Context: an optimization exercise on an open-source flow, tuned for small area, a short achievable clock period and few clock cycles. The choices shown serve that exercise and are no tape-out recipe.
Where RTL was checked, it was by simulation tests only, not by an equivalence proof against the original.
No activity file was given, so power comes from the tool's default toggle rates.

// MCPU
module MCPU(clk, reset, imem_addr, imem_rdata, dmem_addr, dmem_we, dmem_wdata, dmem_rdata);
For scale: about 410 flip-flops, roughly 67 I/O pins, ~19,000 um^2 of cells after synthesis.
==> module MCPU, before the edit <==
module MCPU(clk, reset, imem_addr, imem_rdata, dmem_addr, dmem_we, dmem_wdata, dmem_rdata);
input clk;
input reset;
output [7:0]  imem_addr;
input  [15:0] imem_rdata;
output [7:0]  dmem_addr;
output        dmem_we;
output [15:0] dmem_wdata;
input  [15:0] dmem_rdata;
localparam [3:0] OP_AND = 0, OP_OR = 1, OP_XOR = 2, OP_ADD = 3, OP_LSL = 4,
                 OP_RSL = 5, OP_MOV = 6, OP_LOAD = 7, OP_STORE = 8,
                 OP_SHORT = 9, OP_BNZ = 10;
reg  [7:0] pc;
assign imem_addr = pc;
wire [3:0] f_op  = imem_rdata[15:12];
wire       f_ra  = (f_op == OP_STORE) | (f_op == OP_BNZ);
reg        d_v;        
reg [15:0] d_ins;
reg [15:0] d_sel1;     
reg [15:0] d_sel2;     
reg [7:0]  d_pc;
wire [3:0] d_op  = d_ins[15:12];
wire [3:0] d_a   = d_ins[11:8];
wire [7:0] d_imm = d_ins[7:0];
reg        e_wr;       
reg        e_store, e_bnz;
reg [3:0]  e_rd;
reg [15:0] e_op1, e_op2;
reg [7:0]  e_imm;
reg [7:0]  e_pc;
reg        e_and, e_or, e_xor, e_add, e_sh, e_right, e_mov, e_load, e_short;
reg        w_wr;
reg [3:0]  w_rd;
reg [15:0] w_res;
wire [15:0] res;
wire [15:0] r1, r2;
MCPU_Registerfile rf(.clk(clk), .sel1(d_sel1), .sel2(d_sel2), .we(w_wr), .rd(w_rd), .wd(w_res), .rd1(r1), .rd2(r2));
MCPU_Alu alu(.in1(e_op1), .in2(e_op2), .imm(e_imm), .mem(dmem_rdata),
             .s_and(e_and), .s_or(e_or), .s_xor(e_xor), .s_add(e_add), .s_sh(e_sh),
             .s_right(e_right), .s_mov(e_mov), .s_load(e_load), .s_short(e_short), .out(res));
assign dmem_addr  = e_imm;
assign dmem_we    = e_store;
assign dmem_wdata = e_op1;
wire mispredict = e_bnz & ~(|e_op1);                         
wire smc        = e_store & ((e_imm == d_pc) | (e_imm == pc));  
wire squash     = mispredict | smc;
wire fwd1 = e_wr & d_sel1[e_rd];
wire fwd2 = e_wr & d_sel2[e_rd];
wire fww1 = w_wr & d_sel1[w_rd];
wire fww2 = w_wr & d_sel2[w_rd];
wire [15:0] q1 = fww1 ? w_res : r1;
wire [15:0] q2 = fww2 ? w_res : r2;
wire d_live = d_v & ~squash;
wire       f_bnz  = (f_op == OP_BNZ);
wire [7:0] pc_seq = mispredict ? e_pc + 8'd1 : smc ? d_pc : pc + 8'd1;
always @(posedge clk or posedge reset) begin
  if (reset) begin
    pc      <= 8'd0;
    d_v     <= 1'b0;
    e_wr    <= 1'b0;
    e_store <= 1'b0;
    e_bnz   <= 1'b0;
    w_wr    <= 1'b0;
  end else begin
    pc      <= (f_bnz & ~squash) ? imem_rdata[7:0] : pc_seq;
    d_v     <= ~squash;
    e_wr    <= d_live & ((d_op <= OP_LOAD) | (d_op == OP_SHORT));
    e_store <= d_live & (d_op == OP_STORE);
    e_bnz   <= d_live & (d_op == OP_BNZ);
    w_wr    <= e_wr;
  end
end
always @(posedge clk) begin
  d_ins   <= imem_rdata;
  d_sel1  <= 16'd1 << (f_ra ? imem_rdata[11:8] : imem_rdata[7:4]);
  d_sel2  <= 16'd1 << imem_rdata[3:0];
  d_pc    <= pc;
  e_rd    <= d_a;
  e_op1   <= fwd1 ? res : q1;
  e_op2   <= fwd2 ? res : q2;
  w_rd    <= e_rd;
  w_res   <= res;
  e_imm   <= d_imm;
  e_pc    <= d_pc;
  e_and   <= (d_op == OP_AND);
  e_or    <= (d_op == OP_OR);
  e_xor   <= (d_op == OP_XOR);
  e_add   <= (d_op == OP_ADD);
  e_sh    <= (d_op == OP_LSL) | (d_op == OP_RSL);
  e_right <= (d_op == OP_RSL);
  e_mov   <= (d_op == OP_MOV);
  e_load  <= (d_op == OP_LOAD);
  e_short <= (d_op == OP_SHORT);
end
endmodule
Settings: LEC_CHECK=0, CAP_MARGIN=20, CORE_MARGIN=2, CORE_UTILIZATION=60, SETUP_SLACK_MARGIN=3.2, SLEW_MARGIN=20; clock period 5.5 ns.
run.sh (not shown) runs the stock make flow with config.mk's settings and CLKGATE_MAP_FILE= SYNTH_SCRIPT=/design/flow/synth_recipe.tcl, a recipe that flattens the netlist after the stock synthesis.
Then changed:
--- a/flow/design.v
+++ b/flow/design.v
@@ -76,16 +76,13 @@
 reg [3:0]  e_rd;
 reg [15:0] e_op1, e_op2;
 reg [7:0]  e_imm;
 reg [7:0]  e_pc;
 reg        e_and, e_or, e_xor, e_add, e_sh, e_right, e_mov, e_load, e_short;
-reg        w_wr;
-reg [3:0]  w_rd;
-reg [15:0] w_res;
 wire [15:0] res;
 wire [15:0] r1, r2;
-MCPU_Registerfile rf(.clk(clk), .sel1(d_sel1), .sel2(d_sel2), .we(w_wr), .rd(w_rd), .wd(w_res), .rd1(r1), .rd2(r2));
+MCPU_Registerfile rf(.clk(clk), .sel1(d_sel1), .sel2(d_sel2), .we(e_wr), .rd(e_rd), .wd(res), .rd1(r1), .rd2(r2));
 MCPU_Alu alu(.in1(e_op1), .in2(e_op2), .imm(e_imm), .mem(dmem_rdata),
              .s_and(e_and), .s_or(e_or), .s_xor(e_xor), .s_add(e_add), .s_sh(e_sh),
              .s_right(e_right), .s_mov(e_mov), .s_load(e_load), .s_short(e_short), .out(res));
 assign dmem_addr  = e_imm;
 assign dmem_we    = e_store;
@@ -93,44 +90,37 @@
 wire mispredict = e_bnz & ~(|e_op1);                         
 wire smc        = e_store & ((e_imm == d_pc) | (e_imm == pc));  
 wire squash     = mispredict | smc;
 wire fwd1 = e_wr & d_sel1[e_rd];
 wire fwd2 = e_wr & d_sel2[e_rd];
-wire fww1 = w_wr & d_sel1[w_rd];
-wire fww2 = w_wr & d_sel2[w_rd];
-wire [15:0] q1 = fww1 ? w_res : r1;
-wire [15:0] q2 = fww2 ? w_res : r2;
 wire d_live = d_v & ~squash;
-wire       f_bnz  = (f_op == OP_BNZ);
-wire [7:0] pc_seq = mispredict ? e_pc + 8'd1 : smc ? d_pc : pc + 8'd1;
 always @(posedge clk or posedge reset) begin
   if (reset) begin
     pc      <= 8'd0;
     d_v     <= 1'b0;
     e_wr    <= 1'b0;
     e_store <= 1'b0;
     e_bnz   <= 1'b0;
-    w_wr    <= 1'b0;
   end else begin
-    pc      <= (f_bnz & ~squash) ? imem_rdata[7:0] : pc_seq;
+    if (mispredict)             pc <= e_pc + 8'd1;
+    else if (smc)               pc <= d_pc;
+    else if (f_op == OP_BNZ)    pc <= imem_rdata[7:0];
+    else                        pc <= pc + 8'd1;
     d_v     <= ~squash;
     e_wr    <= d_live & ((d_op <= OP_LOAD) | (d_op == OP_SHORT));
     e_store <= d_live & (d_op == OP_STORE);
     e_bnz   <= d_live & (d_op == OP_BNZ);
-    w_wr    <= e_wr;
   end
 end
 always @(posedge clk) begin
   d_ins   <= imem_rdata;
   d_sel1  <= 16'd1 << (f_ra ? imem_rdata[11:8] : imem_rdata[7:4]);
   d_sel2  <= 16'd1 << imem_rdata[3:0];
   d_pc    <= pc;
   e_rd    <= d_a;
-  e_op1   <= fwd1 ? res : q1;
-  e_op2   <= fwd2 ? res : q2;
-  w_rd    <= e_rd;
-  w_res   <= res;
+  e_op1   <= fwd1 ? res : r1;
+  e_op2   <= fwd2 ? res : r2;
   e_imm   <= d_imm;
   e_pc    <= d_pc;
   e_and   <= (d_op == OP_AND);
   e_or    <= (d_op == OP_OR);
   e_xor   <= (d_op == OP_XOR);
What happened:
- worst hold slack is about the same
- via count is higher by 1.3%
- final area is higher by 2.3%
- wire length is higher by 4.1%
- first-iteration DRC count is higher by 13%
- combinational power is higher by 16%
- global-route usage is higher by 2.4 points
No functional check of the RTL was part of any run of this note.


The RTL this note starts from:
==> flow/design.v <==
module MCPU_Alu(in1, in2, imm, mem, s_and, s_or, s_xor, s_add, s_sh, s_right, s_mov, s_load, s_short, out);
input [15:0] in1, in2, mem;
input [7:0] imm;
input s_and, s_or, s_xor, s_add, s_sh, s_right, s_mov, s_load, s_short;
output [15:0] out;
function [15:0] rev16(input [15:0] x);
  integer k;
  for (k = 0; k < 16; k = k + 1) rev16[k] = x[15-k];
endfunction
wire        big = |in2[15:4];
wire [15:0] sin = s_right ? rev16(in1) : in1;
wire [15:0] sl  = sin << in2[3:0];
wire [15:0] sh  = s_right ? rev16(sl) : sl;
wire [15:0] sum = in1 + in2;
wire        s_shv = s_sh & ~big;
assign out = ({16{s_and}}   & (in1 & in2))
           | ({16{s_or}}    & (in1 | in2))
           | ({16{s_xor}}   & (in1 ^ in2))
           | ({16{s_add}}   & sum)
           | ({16{s_shv}}   & sh)
           | ({16{s_mov}}   & in1)
           | ({16{s_load}}  & mem)
           | ({16{s_short}} & {8'd0, imm});
endmodule
module MCPU_Registerfile(clk, sel1, sel2, we, rd, wd, rd1, rd2);
input clk;
input [15:0] sel1, sel2;    
input we;
input [3:0] rd;
input [15:0] wd;
output reg [15:0] rd1, rd2;
reg [255:0] R;
integer k;
always @(*) begin
  rd1 = 16'd0;
  rd2 = 16'd0;
  for (k = 0; k < 16; k = k + 1) begin
    rd1 = rd1 | ({16{sel1[k]}} & R[16*k +: 16]);
    rd2 = rd2 | ({16{sel2[k]}} & R[16*k +: 16]);
  end
end
genvar i;
generate
  for (i = 0; i < 16; i = i + 1) begin : g_reg
    always @(posedge clk)
      if (we && rd == i) R[16*i +: 16] <= wd;
  end
endgenerate
endmodule
module MCPU(clk, reset, imem_addr, imem_rdata, dmem_addr, dmem_we, dmem_wdata, dmem_rdata);
input clk;
input reset;
output [7:0]  imem_addr;
input  [15:0] imem_rdata;
output [7:0]  dmem_addr;
output        dmem_we;
output [15:0] dmem_wdata;
input  [15:0] dmem_rdata;
localparam [3:0] OP_AND = 0, OP_OR = 1, OP_XOR = 2, OP_ADD = 3, OP_LSL = 4,
                 OP_RSL = 5, OP_MOV = 6, OP_LOAD = 7, OP_STORE = 8,
                 OP_SHORT = 9, OP_BNZ = 10;
reg  [7:0] pc;
assign imem_addr = pc;
wire [3:0] f_op  = imem_rdata[15:12];
wire       f_ra  = (f_op == OP_STORE) | (f_op == OP_BNZ);
reg        d_v;        
reg [15:0] d_ins;
reg [15:0] d_sel1;     
reg [15:0] d_sel2;     
reg [7:0]  d_pc;
wire [3:0] d_op  = d_ins[15:12];
wire [3:0] d_a   = d_ins[11:8];
wire [7:0] d_imm = d_ins[7:0];
reg        e_wr;       
reg        e_store, e_bnz;
reg [3:0]  e_rd;
reg [15:0] e_op1, e_op2;
reg [7:0]  e_imm;
reg [7:0]  e_pc;
reg        e_and, e_or, e_xor, e_add, e_sh, e_right, e_mov, e_load, e_short;
reg        w_wr;
reg [3:0]  w_rd;
reg [15:0] w_res;
wire [15:0] res;
wire [15:0] r1, r2;
MCPU_Registerfile rf(.clk(clk), .sel1(d_sel1), .sel2(d_sel2), .we(w_wr), .rd(w_rd), .wd(w_res), .rd1(r1), .rd2(r2));
MCPU_Alu alu(.in1(e_op1), .in2(e_op2), .imm(e_imm), .mem(dmem_rdata),
             .s_and(e_and), .s_or(e_or), .s_xor(e_xor), .s_add(e_add), .s_sh(e_sh),
             .s_right(e_right), .s_mov(e_mov), .s_load(e_load), .s_short(e_short), .out(res));
assign dmem_addr  = e_imm;
assign dmem_we    = e_store;
assign dmem_wdata = e_op1;
wire mispredict = e_bnz & ~(|e_op1);                         
wire smc        = e_store & ((e_imm == d_pc) | (e_imm == pc));  
wire squash     = mispredict | smc;
wire fwd1 = e_wr & d_sel1[e_rd];
wire fwd2 = e_wr & d_sel2[e_rd];
wire fww1 = w_wr & d_sel1[w_rd];
wire fww2 = w_wr & d_sel2[w_rd];
wire [15:0] q1 = fww1 ? w_res : r1;
wire [15:0] q2 = fww2 ? w_res : r2;
wire d_live = d_v & ~squash;
wire       f_bnz  = (f_op == OP_BNZ);
wire [7:0] pc_seq = mispredict ? e_pc + 8'd1 : smc ? d_pc : pc + 8'd1;
always @(posedge clk or posedge reset) begin
  if (reset) begin
    pc      <= 8'd0;
    d_v     <= 1'b0;
    e_wr    <= 1'b0;
    e_store <= 1'b0;
    e_bnz   <= 1'b0;
    w_wr    <= 1'b0;
  end else begin
    pc      <= (f_bnz & ~squash) ? imem_rdata[7:0] : pc_seq;
    d_v     <= ~squash;
    e_wr    <= d_live & ((d_op <= OP_LOAD) | (d_op == OP_SHORT));
    e_store <= d_live & (d_op == OP_STORE);
    e_bnz   <= d_live & (d_op == OP_BNZ);
    w_wr    <= e_wr;
  end
end
always @(posedge clk) begin
  d_ins   <= imem_rdata;
  d_sel1  <= 16'd1 << (f_ra ? imem_rdata[11:8] : imem_rdata[7:4]);
  d_sel2  <= 16'd1 << imem_rdata[3:0];
  d_pc    <= pc;
  e_rd    <= d_a;
  e_op1   <= fwd1 ? res : q1;
  e_op2   <= fwd2 ? res : q2;
  w_rd    <= e_rd;
  w_res   <= res;
  e_imm   <= d_imm;
  e_pc    <= d_pc;
  e_and   <= (d_op == OP_AND);
  e_or    <= (d_op == OP_OR);
  e_xor   <= (d_op == OP_XOR);
  e_add   <= (d_op == OP_ADD);
  e_sh    <= (d_op == OP_LSL) | (d_op == OP_RSL);
  e_right <= (d_op == OP_RSL);
  e_mov   <= (d_op == OP_MOV);
  e_load  <= (d_op == OP_LOAD);
  e_short <= (d_op == OP_SHORT);
end
endmodule
Settings: LEC_CHECK=0, CAP_MARGIN=20, CORE_MARGIN=2, CORE_UTILIZATION=60, SETUP_SLACK_MARGIN=3.0, SLEW_MARGIN=20; clock period 5.5 ns.
Then changed:
--- a/flow/design.v
+++ b/flow/design.v
@@ -1,8 +1,9 @@
-module MCPU_Alu(in1, in2, imm, mem, s_and, s_or, s_xor, s_add, s_sh, s_right, s_mov, s_load, s_short, out);
+module MCPU_Alu(in1, in2, imm, mem, tt, s_add, s_sh, s_right, s_load, s_short, out);
 input [15:0] in1, in2, mem;
 input [7:0] imm;
-input s_and, s_or, s_xor, s_add, s_sh, s_right, s_mov, s_load, s_short;
+input [3:1] tt;         
+input s_add, s_sh, s_right, s_load, s_short;
 output [15:0] out;
 function [15:0] rev16(input [15:0] x);
   integer k;
   for (k = 0; k < 16; k = k + 1) rev16[k] = x[15-k];
@@ -12,14 +13,14 @@
 wire [15:0] sl  = sin << in2[3:0];
 wire [15:0] sh  = s_right ? rev16(sl) : sl;
 wire [15:0] sum = in1 + in2;
 wire        s_shv = s_sh & ~big;
-assign out = ({16{s_and}}   & (in1 & in2))
-           | ({16{s_or}}    & (in1 | in2))
-           | ({16{s_xor}}   & (in1 ^ in2))
+wire [15:0] lg = ({16{tt[3]}} &  in1 &  in2)
+               | ({16{tt[2]}} &  in1 & ~in2)
+               | ({16{tt[1]}} & ~in1 &  in2);
+assign out = lg
            | ({16{s_add}}   & sum)
            | ({16{s_shv}}   & sh)
-           | ({16{s_mov}}   & in1)
            | ({16{s_load}}  & mem)
            | ({16{s_short}} & {8'd0, imm});
 endmodule
 module MCPU_Registerfile(clk, sel1, sel2, we, rd, wd, rd1, rd2);
@@ -66,43 +67,43 @@
 reg        d_v;        
 reg [15:0] d_ins;
 reg [15:0] d_sel1;     
 reg [15:0] d_sel2;     
-reg [7:0]  d_pc;
 wire [3:0] d_op  = d_ins[15:12];
 wire [3:0] d_a   = d_ins[11:8];
 wire [7:0] d_imm = d_ins[7:0];
 reg        e_wr;       
 reg        e_store, e_bnz;
 reg [3:0]  e_rd;
 reg [15:0] e_op1, e_op2;
 reg [7:0]  e_imm;
-reg [7:0]  e_pc;
-reg        e_and, e_or, e_xor, e_add, e_sh, e_right, e_mov, e_load, e_short;
+reg [3:1]  e_tt;       
+reg        e_add, e_sh, e_right, e_load, e_short;
 reg        w_wr;
 reg [3:0]  w_rd;
 reg [15:0] w_res;
 wire [15:0] res;
 wire [15:0] r1, r2;
 MCPU_Registerfile rf(.clk(clk), .sel1(d_sel1), .sel2(d_sel2), .we(w_wr), .rd(w_rd), .wd(w_res), .rd1(r1), .rd2(r2));
 MCPU_Alu alu(.in1(e_op1), .in2(e_op2), .imm(e_imm), .mem(dmem_rdata),
-             .s_and(e_and), .s_or(e_or), .s_xor(e_xor), .s_add(e_add), .s_sh(e_sh),
-             .s_right(e_right), .s_mov(e_mov), .s_load(e_load), .s_short(e_short), .out(res));
+             .tt(e_tt), .s_add(e_add), .s_sh(e_sh),
+             .s_right(e_right), .s_load(e_load), .s_short(e_short), .out(res));
 assign dmem_addr  = e_imm;
 assign dmem_we    = e_store;
 assign dmem_wdata = e_op1;
-wire mispredict = e_bnz & ~(|e_op1);                         
-wire smc        = e_store & ((e_imm == d_pc) | (e_imm == pc));  
-wire squash     = mispredict | smc;
+wire mispredict = e_bnz & ~(|e_op1);       
+wire smc_e  = e_store & (e_imm == pc);
+wire smc_d  = d_v & (d_op == OP_STORE) & (d_imm == pc);
+wire squash = mispredict | smc_e | smc_d;
 wire fwd1 = e_wr & d_sel1[e_rd];
 wire fwd2 = e_wr & d_sel2[e_rd];
 wire fww1 = w_wr & d_sel1[w_rd];
 wire fww2 = w_wr & d_sel2[w_rd];
 wire [15:0] q1 = fww1 ? w_res : r1;
 wire [15:0] q2 = fww2 ? w_res : r2;
-wire d_live = d_v & ~squash;
+wire d_live = d_v & ~mispredict;
 wire       f_bnz  = (f_op == OP_BNZ);
-wire [7:0] pc_seq = mispredict ? e_pc + 8'd1 : smc ? d_pc : pc + 8'd1;
+wire [7:0] pc_seq = mispredict ? e_imm : (smc_e | smc_d) ? pc : pc + 8'd1;
 always @(posedge clk or posedge reset) begin
   if (reset) begin
     pc      <= 8'd0;
     d_v     <= 1'b0;
@@ -119,26 +120,23 @@
     w_wr    <= e_wr;
   end
 end
 always @(posedge clk) begin
-  d_ins   <= imem_rdata;
+  d_ins   <= {imem_rdata[15:8], f_bnz ? pc + 8'd1 : imem_rdata[7:0]};
   d_sel1  <= 16'd1 << (f_ra ? imem_rdata[11:8] : imem_rdata[7:4]);
   d_sel2  <= 16'd1 << imem_rdata[3:0];
-  d_pc    <= pc;
   e_rd    <= d_a;
   e_op1   <= fwd1 ? res : q1;
   e_op2   <= fwd2 ? res : q2;
   w_rd    <= e_rd;
   w_res   <= res;
   e_imm   <= d_imm;
-  e_pc    <= d_pc;
-  e_and   <= (d_op == OP_AND);
-  e_or    <= (d_op == OP_OR);
-  e_xor   <= (d_op == OP_XOR);
+  e_tt[3] <= (d_op == OP_AND) | (d_op == OP_OR) | (d_op == OP_MOV);
+  e_tt[2] <= (d_op == OP_OR) | (d_op == OP_XOR) | (d_op == OP_MOV);
+  e_tt[1] <= (d_op == OP_OR) | (d_op == OP_XOR);
   e_add   <= (d_op == OP_ADD);
   e_sh    <= (d_op == OP_LSL) | (d_op == OP_RSL);
   e_right <= (d_op == OP_RSL);
-  e_mov   <= (d_op == OP_MOV);
   e_load  <= (d_op == OP_LOAD);
   e_short <= (d_op == OP_SHORT);
 end
 endmodule
What happened:
- critical path depth came out higher by 1
- utilization came out higher by 1.5 points
- non-clock buffer count came out higher by 54
- count of clock-buffer cells in the layout came out lower by 7
- die area hardly moves
- via count came out higher by 1.8%
Testbench counts after the change, summed over its fixed seeds: cycles 31,575.
The RTL of the first run of this note was laid out without a check of its function.

-- separate check: timing with driven ports --
No port has a modelled driver above. Below, the same layouts with a new extraction and two added sets of constraints. Step 1, drivers: a clkbuf_16 drives clk and a buf_2 each remaining input, both assumed. Step 2 also shifts input and output timing later by t, the mid clock arrival at the registers, as if the neighbouring blocks saw the same clock. Slacks: ideal ports / drivers / drivers and shift; pairs: ideal ports / drivers.
run	t, ns	setup slack, ns	hold slack, ns	clock arrival spread, ns	worst slew at a driven data input, ns
the first run of note 1	0.612	2.912 / 2.912 / 2.589	0.325 / 0.325 / 0.325	0.024 / 0.024	0.05
the second run of note 1	0.589	2.883 / 2.883 / 2.526	0.325 / 0.325 / 0.325	0.041 / 0.041	0.05
the first run of note 2	0.607	2.890 / 2.890 / 2.503	0.322 / 0.322 / 0.322	0.015 / 0.014	0.05
the second run of note 2	0.591	3.017 / 3.017 / 2.484	0.332 / 0.332 / 0.332	0.025 / 0.025	0.05
After both steps every run listed still meets setup and hold. For the second run of note 2, which loses most, drivers alone change the setup slack by 0.000 ns; drivers and shift together by -0.533 ns.
